This design comes from an exercise in tuning for small area and a short achievable clock period on the open sky130 flow, not from production work. Power and IR drop assume default switching activity.

## M216A_TopModule
module M216A_TopModule(
    input  wire       clk_i,
    input  wire       rst_i,
    input  wire [4:0] width_i,
    input  wire [4:0] height_i,
    output wire [7:0] index_x_o,
    output wire [7:0] index_y_o,
    output wire [3:0] strike_o
);
For scale: ~160 flip-flops, ~32 I/O pins, about 5700 um2 of cells after synthesis.
==> module M216A_TopModule, before the edit <==
module M216A_TopModule(
    input  wire       clk_i,
    input  wire       rst_i,
    input  wire [4:0] width_i,
    input  wire [4:0] height_i,
    output wire [7:0] index_x_o,
    output wire [7:0] index_y_o,
    output wire [3:0] strike_o
);
    wire [4:0] h = height_i;
    reg s10, s4, s3, s9, s13, s8, s78, s5, s6, s7, valid;
    always @(posedge clk_i) begin
        valid <= |h[4:2];
        s10 <= h == 5'd4;
        s4  <= h == 5'd6 || h == 5'd7;
        s3  <= h == 5'd8 || h == 5'd9;
        s9  <= h == 5'd11 || h == 5'd12;
        s13 <= h >= 5'd13;
        s8  <= h == 5'd4 || h == 5'd5;
        s78 <= h == 5'd7 || h == 5'd8;
        s5  <= h == 5'd9 || h == 5'd10;
        s6  <= h == 5'd5 || h == 5'd6;
        s7  <= h == 5'd10 || h == 5'd11;
    end
    wire [4:0] w = width_i;
    reg       started;
    reg [1:0] p;
    always @(posedge clk_i) begin
        if (rst_i) begin
            started <= 1'b0;
            p <= 2'd0;
        end else begin
            if (valid) started <= 1'b1;
            if (valid | started) p <= p + 2'd1;
        end
    end
    wire clr = ~started;
    reg  [52:1] RH, RT;
    wire [3:0] T1  = RT[4:1],   T2  = RT[8:5],   T3  = RT[12:9],  T4  = RT[16:13];
    wire [3:0] T5  = RT[20:17], T6  = RT[24:21], T7  = RT[28:25], T8  = RT[32:29];
    wire [3:0] T9  = RT[36:33], T10 = RT[40:37], T11 = RT[44:41], T12 = RT[48:45];
    wire [3:0] T13 = RT[52:49];
    wire ab0 = ~(s10 | s4 | s3 | s9 | s13);
    wire ab1 = ~(s8 | s78 | s5 | s13);
    wire ab2 = ~(s6 | s78 | s7 | s13);
    wire [3:0] A0 = {4{s10}} & T10 | {4{s4}} & T4 | {4{s3}} & T3 | {4{s9}} & T9
                  | {4{s13}} & T13 | {4{ab0}};
    wire [3:0] A1 = {4{s8}} & T8 | {4{s78}} & T1 | {4{s5}} & T5 | {4{s13}} & T12
                  | {4{ab1}};
    wire [3:0] A2 = {4{s6}} & T6 | {4{s78}} & T2 | {4{s7}} & T7 | {4{s13}} & T11
                  | {4{ab2}};
    wire p01 = ~(s78 & s3);
    wire p02 = ~(s78 & s3 | s4 & s6 | s9 & s7);
    function cmp4;
        input [3:0] a, b;
        input c;
        integer i;
        reg r;
        begin
            r = c;
            for (i = 0; i < 4; i = i + 1)
                r = (~a[i] & b[i]) | (~a[i] & r) | (b[i] & r);
            cmp4 = r;
        end
    endfunction
    wire [3:0] klo = 4'd0 - w[3:0];
    wire [3:0] kn  = p[0] ? 4'd7 : klo;
    reg le01, le02, le12, f0, f1, f2;
    always @(posedge clk_i) begin
        if (~p[1]) begin
            le01 <= cmp4(A0, A1, p[0] ? le01 : p01);
            le02 <= cmp4(A0, A2, p[0] ? le02 : p02);
            le12 <= cmp4(A1, A2, ~p[0] | le12);
            f0   <= cmp4(A0, kn, ~p[0] | f0);
            f1   <= cmp4(A1, kn, ~p[0] | f1);
            f2   <= cmp4(A2, kn, ~p[0] | f2);
        end
    end
    wire win0 = le01 & le02;
    wire win1 = ~le01 & le12;
    wire win2 = ~win0 & ~win1;
    wire fit = win0 & f0 | win1 & f1 | win2 & f2;
    wire [3:0] Tsel = {4{win0}} & A0 | {4{win1}} & A1 | {4{win2}} & A2;
    wire [3:0] cid = {4{win0 & s10}} & 4'd10 | {4{win0 & s4}} & 4'd4 | {4{win0 & s3}} & 4'd3
                   | {4{win0 & s9}} & 4'd9 | {4{win0 & s13}} & 4'd13
                   | {4{win1 & s8}} & 4'd8 | {4{win1 & s78}} & 4'd1 | {4{win1 & s5}} & 4'd5
                   | {4{win1 & s13}} & 4'd12
                   | {4{win2 & s6}} & 4'd6 | {4{win2 & s78}} & 4'd2 | {4{win2 & s7}} & 4'd7
                   | {4{win2 & s13}} & 4'd11;
    reg [4:0] wr;    
    reg [6:0] xq;
    reg inc;
    always @(posedge clk_i) begin
        wr <= width_i;
        if (p == 2'd2) xq[3:0] <= Tsel;
        if (p == 2'd3) xq[6:4] <= Tsel[2:0];
    end
    wire [4:0] lsum = xq[3:0] + wr[3:0];
    always @(posedge clk_i) inc <= lsum[4] | wr[4];
    wire [3:0] hsum = {1'b0, xq[6:4]} + {3'b0, inc};
    wire [3:0] sum = p[0] ? lsum[3:0] : hsum;    
    reg [3:0] code;
    always @(posedge clk_i) begin
        if (rst_i)
            code <= 4'd0;
        else if (p == 2'd2)
            code <= ~valid ? 4'd0 : (fit ? cid : 4'd15);
    end
    wire wph = p[0] ~^ p[1];    
    wire [3:0] wdat = sum & {4{~clr}};
    reg  [13:1] wen;
    integer s;
    always @(*) begin
        for (s = 1; s <= 13; s = s + 1)
            wen[s] = clr | (wph & (code == s));
    end
    always @(posedge clk_i) begin
        for (s = 1; s <= 13; s = s + 1) begin
            RH[4*s -: 4] <= RT[4*s -: 4];
            RT[4*s -: 4] <= wen[s] ? wdat : RH[4*s -: 4];
        end
    end
    reg [7:0] ytab;
    always @(*) begin
        case (code)
            4'd1:  ytab = 8'd0;
            4'd2:  ytab = 8'd8;
            4'd3:  ytab = 8'd16;
            4'd4:  ytab = 8'd25;
            4'd5:  ytab = 8'd32;
            4'd6:  ytab = 8'd42;
            4'd7:  ytab = 8'd48;
            4'd8:  ytab = 8'd59;
            4'd9:  ytab = 8'd64;
            4'd10: ytab = 8'd76;
            4'd11: ytab = 8'd80;
            4'd12: ytab = 8'd96;
            4'd13: ytab = 8'd112;
            default: ytab = 8'd128;
        endcase
    end
    reg ld, strike;
    always @(posedge clk_i) begin
        ld     <= ~rst_i & (p == 2'd1) & (code != 4'd0);
        strike <= code == 4'd15;
    end
    reg [6:0] xo, yo;
    reg       xy7;
    reg [3:0] so;
    always @(posedge clk_i) begin
        if (rst_i) begin
            xo  <= 7'd0;
            yo  <= 7'd0;
            xy7 <= 1'b0;
            so  <= 4'd0;
        end else if (ld) begin
            xo  <= strike ? 7'd0 : xq;
            yo  <= ytab[6:0];
            xy7 <= strike;
            if (strike) so <= so + 4'd1;
        end
    end
    assign index_x_o = {xy7, xo};
    assign index_y_o = {xy7, yo};
    assign strike_o  = so;
endmodule
export LEC_CHECK = 0
export CAP_MARGIN = 20
export CORE_MARGIN = 2
export CORE_UTILIZATION = 40
export CTS_BUF_LIST = sky130_fd_sc_hd__clkbuf_4 sky130_fd_sc_hd__clkbuf_8
export GPL_TIMING_DRIVEN = 0
export SETUP_SLACK_MARGIN = 1.8
export SLEW_MARGIN = 20
create_clock -name core_clock -period 4.0 [get_ports {clk_i}]
standard.sh (not shown) runs the stock make flow with config.mk's settings and CLKGATE_MAP_FILE= SYNTH_SCRIPT=/design/flow/synth_recipe.tcl, a recipe that flattens the netlist after the stock synthesis.
==> flow/flow/run.sh <==
#!/bin/bash
# Standard layout with two changes: the port buffers are buf_2 cells, and
# synthesis maps the logic with flow/abc.script instead of ORFS's
# abc_speed.script (same synthesis otherwise, so the registers are the
# standard synthesis's).  Each step's output goes to its own log here.
set -e
rm -rf scripts_abc
cp -r "$FLOW_HOME/scripts" scripts_abc
cp flow/abc.script scripts_abc/abc_speed.script
export BUFFER_PORTS_ARGS="-buffer_cell sky130_fd_sc_hd__buf_2"
bash standard.sh SCRIPTS_DIR="$PWD/scripts_abc" CTS_ARGS='-sink_clustering_enable -repair_clock_nets -dont_use_dummy_load -buf_list {sky130_fd_sc_hd__clkbuf_4 sky130_fd_sc_hd__clkbuf_8}' finish > standard.log 2>&1
==> flow/flow/abc.script <==
strash
&get -n
&fraig -x
&put
scorr
dc2
dretime
strash
&get -n
&dch -f
&nf
&put
Rerun with:
--- a/flow/design.v
+++ b/flow/design.v
@@ -7,11 +7,10 @@
     output wire [7:0] index_y_o,
     output wire [3:0] strike_o
 );
     wire [4:0] h = height_i;
-    reg s10, s4, s3, s9, s13, s8, s78, s5, s6, s7, valid;
+    reg s10, s4, s3, s9, s13, s8, s78, s5, s6, s7;
     always @(posedge clk_i) begin
-        valid <= |h[4:2];
         s10 <= h == 5'd4;
         s4  <= h == 5'd6 || h == 5'd7;
         s3  <= h == 5'd8 || h == 5'd9;
         s9  <= h == 5'd11 || h == 5'd12;
@@ -22,8 +21,9 @@
         s6  <= h == 5'd5 || h == 5'd6;
         s7  <= h == 5'd10 || h == 5'd11;
     end
     wire [4:0] w = width_i;
+    wire valid = s10 | s4 | s3 | s9 | s13 | s8 | s78 | s5 | s6 | s7;
     reg       started;
     reg [1:0] p;
     always @(posedge clk_i) begin
         if (rst_i) begin
@@ -33,9 +33,9 @@
             if (valid) started <= 1'b1;
             if (valid | started) p <= p + 2'd1;
         end
     end
-    wire clr = ~started;
+    wire clr = rst_i | ~started;
     reg  [52:1] RH, RT;
     wire [3:0] T1  = RT[4:1],   T2  = RT[8:5],   T3  = RT[12:9],  T4  = RT[16:13];
     wire [3:0] T5  = RT[20:17], T6  = RT[24:21], T7  = RT[28:25], T8  = RT[32:29];
     wire [3:0] T9  = RT[36:33], T10 = RT[40:37], T11 = RT[44:41], T12 = RT[48:45];
@@ -86,29 +86,30 @@
                    | {4{win1 & s8}} & 4'd8 | {4{win1 & s78}} & 4'd1 | {4{win1 & s5}} & 4'd5
                    | {4{win1 & s13}} & 4'd12
                    | {4{win2 & s6}} & 4'd6 | {4{win2 & s78}} & 4'd2 | {4{win2 & s7}} & 4'd7
                    | {4{win2 & s13}} & 4'd11;
-    reg [4:0] wr;    
-    reg [6:0] xq;
     reg inc;
+    wire [3:0] addend = p[0] ? {3'b0, inc} : w[3:0];
+    wire [4:0] sum = Tsel + addend;
+    reg [3:0] sumr;
     always @(posedge clk_i) begin
-        wr <= width_i;
-        if (p == 2'd2) xq[3:0] <= Tsel;
-        if (p == 2'd3) xq[6:4] <= Tsel[2:0];
+        inc  <= sum[4] | w[4];
+        sumr <= sum[3:0];
     end
-    wire [4:0] lsum = xq[3:0] + wr[3:0];
-    always @(posedge clk_i) inc <= lsum[4] | wr[4];
-    wire [3:0] hsum = {1'b0, xq[6:4]} + {3'b0, inc};
-    wire [3:0] sum = p[0] ? lsum[3:0] : hsum;    
     reg [3:0] code;
+    reg [6:0] xq;    
     always @(posedge clk_i) begin
         if (rst_i)
             code <= 4'd0;
         else if (p == 2'd2)
             code <= ~valid ? 4'd0 : (fit ? cid : 4'd15);
     end
+    always @(posedge clk_i) begin
+        if (p == 2'd2) xq[3:0] <= Tsel;
+        if (p == 2'd3) xq[6:4] <= Tsel[2:0];
+    end
     wire wph = p[0] ~^ p[1];    
-    wire [3:0] wdat = sum & {4{~clr}};
+    wire [3:0] wdat = sumr & {4{~clr}};
     reg  [13:1] wen;
     integer s;
     always @(*) begin
         for (s = 1; s <= 13; s = s + 1)
@@ -138,23 +139,19 @@
             4'd13: ytab = 8'd112;
             default: ytab = 8'd128;
         endcase
     end
-    reg ld, strike;
-    always @(posedge clk_i) begin
-        ld     <= ~rst_i & (p == 2'd1) & (code != 4'd0);
-        strike <= code == 4'd15;
-    end
     reg [6:0] xo, yo;
     reg       xy7;
     reg [3:0] so;
+    wire strike = code == 4'd15;
     always @(posedge clk_i) begin
         if (rst_i) begin
             xo  <= 7'd0;
             yo  <= 7'd0;
             xy7 <= 1'b0;
             so  <= 4'd0;
-        end else if (ld) begin
+        end else if (p == 2'd2 && code != 4'd0) begin
             xo  <= strike ? 7'd0 : xq;
             yo  <= ytab[6:0];
             xy7 <= strike;
             if (strike) so <= so + 4'd1;
=> Area after synthesis went down by a few percent. Register-to-register slack loses 130 ps. Flip-flop and latch count went down by 4. Critical path depth went up by 2. Global-route usage went up by 0.56 points. Hold slack loses 9.2 ps. Sequential power stays flat. Design area went up by a few percent. Core utilization went up by 1.9 points. Via count went down by a few percent. Total power went up by a few percent. Setup slack loses 130 ps. Routed wire length is unchanged. Die area went down slightly.
No functional check of the RTL was part of any run of this note.

[port drivers added, routing unchanged]
The results above use ideal ports. As a check the final layouts listed here were re-extracted and re-timed, cells and wires unchanged.
Step 1 assumes that a clkbuf_16 drives the clock port and a buf_2 every other input.
Step 2, shift: input delay + t, output delay - t, t = (earliest + latest rising clock arrival at the registers) / 2. This alone moves slack from input paths to output paths.
a / b / c = ideal / step 1 / step 2; a / b = the first two.
run | shift t [ns] | setup WS [ns] | worst data-port slew with drivers (ns)
the first run | 0.483 | 1.836 / 1.836 / 1.524 | 0.03
the second run | 0.480 | 1.706 / 1.706 / 1.459 | 0.03
After both steps every run listed still meets setup and hold. For the first run, which loses most, drivers alone change the setup slack by 0.000 ns; drivers and shift together by -0.312 ns.
